This is an optimization exercise on Yosys and OpenROAD, whose aim is small area, a short achievable clock period and few clock cycles, not a production implementation.
Where RTL was checked, it was by simulation tests only, not by an equivalence proof against the original.

== main ==
// maxfinder
module maxfinder(clk, rst, start, x1, x2, x3, x4, eps, done, result);
Size in the first run: about 700 cells after synthesis, about 19 flip-flops, about 6700 um^2 of cells after synthesis.
==> flow/config.mk <==
export PLATFORM = sky130hd
export DESIGN_NAME = maxfinder
export DESIGN_NICKNAME = maxfinder
export VERILOG_FILES = /design/flow/design.v
export SDC_FILE = /design/flow/constraint.sdc
export NUM_CORES = 4
export LEC_CHECK = 0
export CAP_MARGIN = 20
export CORE_MARGIN = 2
export CORE_UTILIZATION = 40
export SLEW_MARGIN = 20
export SYNTH_HIERARCHICAL = 1
export SYNTH_MINIMUM_KEEP_SIZE = 0
==> flow/constraint.sdc <==
create_clock -name core_clock -period 9.0 [get_ports {clk}]
set_input_delay 1.8000 -clock core_clock [delete_from_list [all_inputs] [get_ports {clk}]]
set_output_delay 1.8000 -clock core_clock [all_outputs]
set_load 0.01 [all_outputs]
standard.sh (not shown) runs the stock make flow with config.mk's settings and CLKGATE_MAP_FILE= SYNTH_SCRIPT=/design/flow/synth_recipe.tcl, a recipe that flattens the netlist after the stock synthesis.
==> flow/flow/run.sh <==
#!/bin/bash
export BUFFER_PORTS_ARGS="-buffer_cell sky130_fd_sc_hd__buf_2"
cp standard.sh standard_copy.sh.txt
bash standard.sh > standard.log 2>&1
diff inputs: main => the feature branch
--- a/flow/design.v
+++ b/flow/design.v
@@ -2,22 +2,20 @@
 input clk, start, rst;
 input [4:0] x1, x2, x3, x4, eps;
 output done;
 output [4:0] result;
 reg active;    
 reg ph2;       
 reg lx;        
 reg [3:0] v1, v2, v3, v4;
-wire signed [4:0] a1, a2, a3, a4;
-wire nactive = !active;
-mf_sel sel1 (x1, {1'b0, v1}, nactive, active, a1);
-mf_sel sel2 (x2, {1'b0, v2}, nactive, active, a2);
-mf_sel sel3 (x3, {1'b0, v3}, nactive, active, a3);
-mf_sel sel4 (x4, {1'b0, v4}, nactive, active, a4);
+wire signed [4:0] a1 = active ? {1'b0, v1} : x1;
+wire signed [4:0] a2 = active ? {1'b0, v2} : x2;
+wire signed [4:0] a3 = active ? {1'b0, v3} : x3;
+wire signed [4:0] a4 = active ? {1'b0, v4} : x4;
 wire [3:0] n1, n2, n3, n4;
 wire t1s1;
 wire t1c2;
 mf_fa t1f0 (a2[0], a3[0], a4[0], t1s1, t1c2);
 wire t1s3;
 wire t1c4;
 mf_fa t1f1 (a2[1], a3[1], a4[1], t1s3, t1c4);
 wire t1s5;
@@ -660,15 +658,12 @@
         ph2 <= active & !done;
     end
 end
 endmodule
 module mf_fa(input a, b, c, output s, co);
 assign s = a ^ b ^ c;
 assign co = (a & b) | (a & c) | (b & c);
 endmodule
-module mf_sel(input [4:0] x, y, input nsx, sy, output [4:0] a);
-assign a = (x & {5{nsx}}) | (y & {5{sy}});
-endmodule
 module mf_ha(input a, b, output s, co);
 assign s = a ^ b;
 assign co = a & b;
 endmodule
Notes after the runs:
- The feature branch vs main — worst setup slack before clock tree synthesis dropped 0.24 ns.
- Looking at data arrival time of the worst path, the feature branch sits 0.20 ns above main.
- Changes observed in the feature branch relative to main: non-clock buffer share of cell area about even, average footprint of a synthesized cell now smaller.
- Fraction of the cycle the final worst path needs for the feature branch is higher than for main.
- Taking main as the reference, in the feature branch post-synthesis share of cell area spent on full adders, half adders and majority gates moved down, multi-input combinational cell count level, shortest clock period the worst path allows after layout moved up.
- The feature branch: detailed-route wire length about 3.2% below main
- Of the feature branch and main, the lower via count belongs to the feature branch.
- | core utilization | main vs the feature branch | ≈ equal |
- Setup WNS main -> the feature branch: worse
- The feature branch — total placed instance area about 0.5% higher, main as reference
No run of this note included a check of the RTL's function; only the layout flow was run.

---

maxfinder again, from the RTL that the note above started with.
==> flow/config.mk <==
export PLATFORM = sky130hd
export DESIGN_NAME = maxfinder
export DESIGN_NICKNAME = maxfinder
export VERILOG_FILES = /design/flow/design.v
export SDC_FILE = /design/flow/constraint.sdc
export NUM_CORES = 4
export LEC_CHECK = 0
export CAP_MARGIN = 20
export CORE_MARGIN = 2
export CORE_UTILIZATION = 40
export SETUP_SLACK_MARGIN = 2.4
export SLEW_MARGIN = 20
export SYNTH_HIERARCHICAL = 1
export SYNTH_MINIMUM_KEEP_SIZE = 0
==> flow/constraint.sdc <==
create_clock -name core_clock -period 9.0 [get_ports {clk}]
set_input_delay 1.8000 -clock core_clock [delete_from_list [all_inputs] [get_ports {clk}]]
set_output_delay 1.8000 -clock core_clock [all_outputs]
set_load 0.01 [all_outputs]
Scripts as last shown in full above: flow/flow/run.sh
Rerun with:
--- a/flow/design.v
+++ b/flow/design.v
@@ -3,20 +3,18 @@
 input [4:0] x1, x2, x3, x4, eps;
 output done;
 output [4:0] result;
 reg active;    
 reg ph2;       
 reg lx;        
 reg [3:0] v1, v2, v3, v4;
-wire signed [4:0] a1, a2, a3, a4;
-wire nactive = !active;
-mf_sel sel1 (x1, {1'b0, v1}, nactive, active, a1);
-mf_sel sel2 (x2, {1'b0, v2}, nactive, active, a2);
-mf_sel sel3 (x3, {1'b0, v3}, nactive, active, a3);
-mf_sel sel4 (x4, {1'b0, v4}, nactive, active, a4);
+wire signed [4:0] a1 = active ? {1'b0, v1} : x1;
+wire signed [4:0] a2 = active ? {1'b0, v2} : x2;
+wire signed [4:0] a3 = active ? {1'b0, v3} : x3;
+wire signed [4:0] a4 = active ? {1'b0, v4} : x4;
 wire [3:0] n1, n2, n3, n4;
 wire t1s1;
 wire t1c2;
 mf_fa t1f0 (a2[0], a3[0], a4[0], t1s1, t1c2);
 wire t1s3;
 wire t1c4;
 mf_fa t1f1 (a2[1], a3[1], a4[1], t1s3, t1c4);
@@ -661,14 +659,11 @@
     end
 end
 endmodule
 module mf_fa(input a, b, c, output s, co);
 assign s = a ^ b ^ c;
 assign co = (a & b) | (a & c) | (b & c);
 endmodule
-module mf_sel(input [4:0] x, y, input nsx, sy, output [4:0] a);
-assign a = (x & {5{nsx}}) | (y & {5{sy}});
-endmodule
 module mf_ha(input a, b, output s, co);
 assign s = a ^ b;
 assign co = a & b;
 endmodule
After rerunning: The new run produced a clean layout. Via count drops by about 1.7%. Clock skew is about the same. Non-clock buffer count rises by 1. Critical path depth goes down by 1. Final area came out higher by 1.1%. Worst hold slack gains 30 ps.
Function was not checked in any run of this note: the RTL went through the layout flow alone.

---

== v6 ==
Another version of the RTL of maxfinder (not shown whole).
Size in the first run: roughly 660 cells after synthesis, about 19 flip-flops, about 34 I/O pins.
==> flow/design.v (excerpt) <==
module maxfinder(clk, rst, start, x1, x2, x3, x4, eps, done, result);
Settings: LEC_CHECK=0, CAP_MARGIN=20, CORE_MARGIN=2, CORE_UTILIZATION=40, SETUP_SLACK_MARGIN=2.2, SLEW_MARGIN=20, SYNTH_HIERARCHICAL=1, SYNTH_MINIMUM_KEEP_SIZE=0; clock period 9.0 ns.
Scripts as last shown in full above: flow/flow/run.sh
Testbench counts of v6, summed over its fixed seeds: cycles 3,201.
The following lists how v7 was set up differently from v6:
--- a/flow/design.v
+++ b/flow/design.v
@@ -1,17 +1,16 @@
 module maxfinder(clk, rst, start, x1, x2, x3, x4, eps, done, result);
 input clk, start, rst;
 input [4:0] x1, x2, x3, x4, eps;
 output done;
 output [4:0] result;
 reg active;    
 reg ph2;       
-reg lx;        
 reg [3:0] v1, v2, v3, v4;
 wire signed [4:0] a1, a2, a3, a4;
 wire nactive = !active;
 mf_sel sel1 (x1, {1'b0, v1}, nactive, active, a1);
 mf_sel sel2 (x2, {1'b0, v2}, nactive, active, a2);
 mf_sel sel3 (x3, {1'b0, v3}, nactive, active, a3);
 mf_sel sel4 (x4, {1'b0, v4}, nactive, active, a4);
 wire [3:0] n1, n2, n3, n4;
 wire t1s1;
@@ -682,23 +681,23 @@
 wire u1 = gf & g12;
 wire u2 = gf & !g12 & !e12;
 wire u3 = !gf & !ef & g34;
 wire u4 = !gf & !ef & !g34 & !e34;
 function eq2(input f1, f2, f3, f4);
     eq2 = (f1 + f2 + f3 + f4) == 3'd2;
 endfunction
 wire known = (eps[3] & eps[2] & eps[1]) | (eps[3] & eq2(z1, z2, z3, z4));
 wire k1 = u1, k2 = u2, k3 = u3, k4 = u4;
+wire lx = lt2(|x1, |x2, |x3, |x4);
 assign done = active & (ph2 | lx | known | lt2(z1, z2, z3, z4));
 assign result = ({5{k1}} & x1) | ({5{k2}} & x2) | ({5{k3}} & x3) | ({5{k4}} & x4);
 always @(posedge clk) begin
     v1 <= n1; v2 <= n2; v3 <= n3; v4 <= n4;
-    lx <= !active & lt2(|a1, |a2, |a3, |a4);
     if (rst) begin
         active <= 1'b0;
         ph2 <= 1'b0;
     end else begin
         active <= active ? !done : start;
         ph2 <= active & !done;
     end
 end
 endmodule
## What came out
- Synthesized cell count grows slightly when moving from v6 to v7.
- Count of flip-flops and latches: lower on v7
- Lower count of placed standard cells in the final layout, fillers left out was reported by v6, not v7.
- v7 has more setup slack than v6.
- For v6, the worst setup path endpoint was v1[1], unlike v7, where it was v4[2].
- In summary, v7 completed successfully, with a layout that passed the timing, DRC and antenna checks.
- Higher total number of clock tree sinks among v6 and v7: v6
- In the route summary, v7 ends up with a via count below that of v6.
- Re proportion of cell area occupied by multi-input gates: v6 and v7 aren't equal, and the higher value belongs to v6.
- In the reports for v6 and v7, the larger cell area after layout belongs to v6.
Testbench counts of v7, summed over its fixed seeds: cycles 3,201.

---

Starting RTL as in the previous note.
// maxfinder
module maxfinder(clk, rst, start, x1, x2, x3, x4, eps, done, result);
Settings: LEC_CHECK=0, CAP_MARGIN=20, CORE_MARGIN=2, CORE_UTILIZATION=40, SETUP_SLACK_MARGIN=2.0, SLEW_MARGIN=20, SYNTH_HIERARCHICAL=1, SYNTH_MINIMUM_KEEP_SIZE=0; clock period 9.0 ns.
Scripts as last shown in full above: flow/flow/run.sh
Testbench counts at the start, summed over its fixed seeds: cycles 3,201.
Rerun with:
--- a/flow/design.v
+++ b/flow/design.v
@@ -681,19 +681,22 @@
 wire gf = w12 > w34, ef = w12 == w34;
 wire u1 = gf & g12;
 wire u2 = gf & !g12 & !e12;
 wire u3 = !gf & !ef & g34;
 wire u4 = !gf & !ef & !g34 & !e34;
 function eq2(input f1, f2, f3, f4);
     eq2 = (f1 + f2 + f3 + f4) == 3'd2;
 endfunction
 wire known = (eps[3] & eps[2] & eps[1]) | (eps[3] & eq2(z1, z2, z3, z4));
-wire k1 = u1, k2 = u2, k3 = u3, k4 = u4;
+wire k1 = lx ? z1 : u1;
+wire k2 = lx ? z2 : u2;
+wire k3 = lx ? z3 : u3;
+wire k4 = lx ? z4 : u4;
 assign done = active & (ph2 | lx | known | lt2(z1, z2, z3, z4));
 assign result = ({5{k1}} & x1) | ({5{k2}} & x2) | ({5{k3}} & x3) | ({5{k4}} & x4);
 always @(posedge clk) begin
     v1 <= n1; v2 <= n2; v3 <= n3; v4 <= n4;
     lx <= !active & lt2(|a1, |a2, |a3, |a4);
     if (rst) begin
         active <= 1'b0;
         ph2 <= 1'b0;
     end else begin
Outcome: The new run went through all stages and came out clean; final cell count rises slightly; clock skew rises by 4.0 ps; setup slack improves by 75 ps; maximum frequency rises slightly; global-route usage falls by 0.94 points; area after synthesis rises slightly; routed wire length falls by a few percent.
For the second run of this note, only the layout was checked, not whether the RTL still works.

-- port drivers added, routing unchanged --
The flow's constraints put no driver on any port. The routed layouts listed below were extracted and timed again, unchanged, in two steps. Step 1 sets driving cells, clkbuf_16 on the clock port and buf_2 on the other inputs (assumed; they add their load-dependent delay and slew). Step 2, shift: input delay + t, output delay - t, t = (earliest + latest rising clock arrival at the registers) / 2. This alone moves slack from input paths to output paths. Slacks: ideal / step 1 / step 2; pairs: ideal / step 1.
run	t, ns	setup WS [ns]	slew at the worst register clock pin (ns)	pins driven straight from the clock port
main	0.286	2.142 / 2.149 / 1.863	0.06 / 0.06	1
the feature branch	0.295	1.953 / 1.966 / 1.671	0.06 / 0.06	1
the first run of note 2	0.286	2.523 / 2.531 / 2.245	0.06 / 0.06	1
the second run of note 2	0.293	2.584 / 2.598 / 2.305	0.06 / 0.06	1
v6	0.288	2.419 / 2.416 / 2.128	0.06 / 0.06	1
v7	0.286	2.472 / 2.482 / 2.195	0.06 / 0.06	1
the first run of note 4	0.287	2.220 / 2.218 / 1.930	0.06 / 0.06	1
the second run of note 4	0.284	2.295 / 2.305 / 2.020	0.06 / 0.06	1
After both steps every run listed still meets setup and hold. For v6, which loses most, drivers alone change the setup slack by -0.003 ns; drivers and shift together by -0.291 ns.
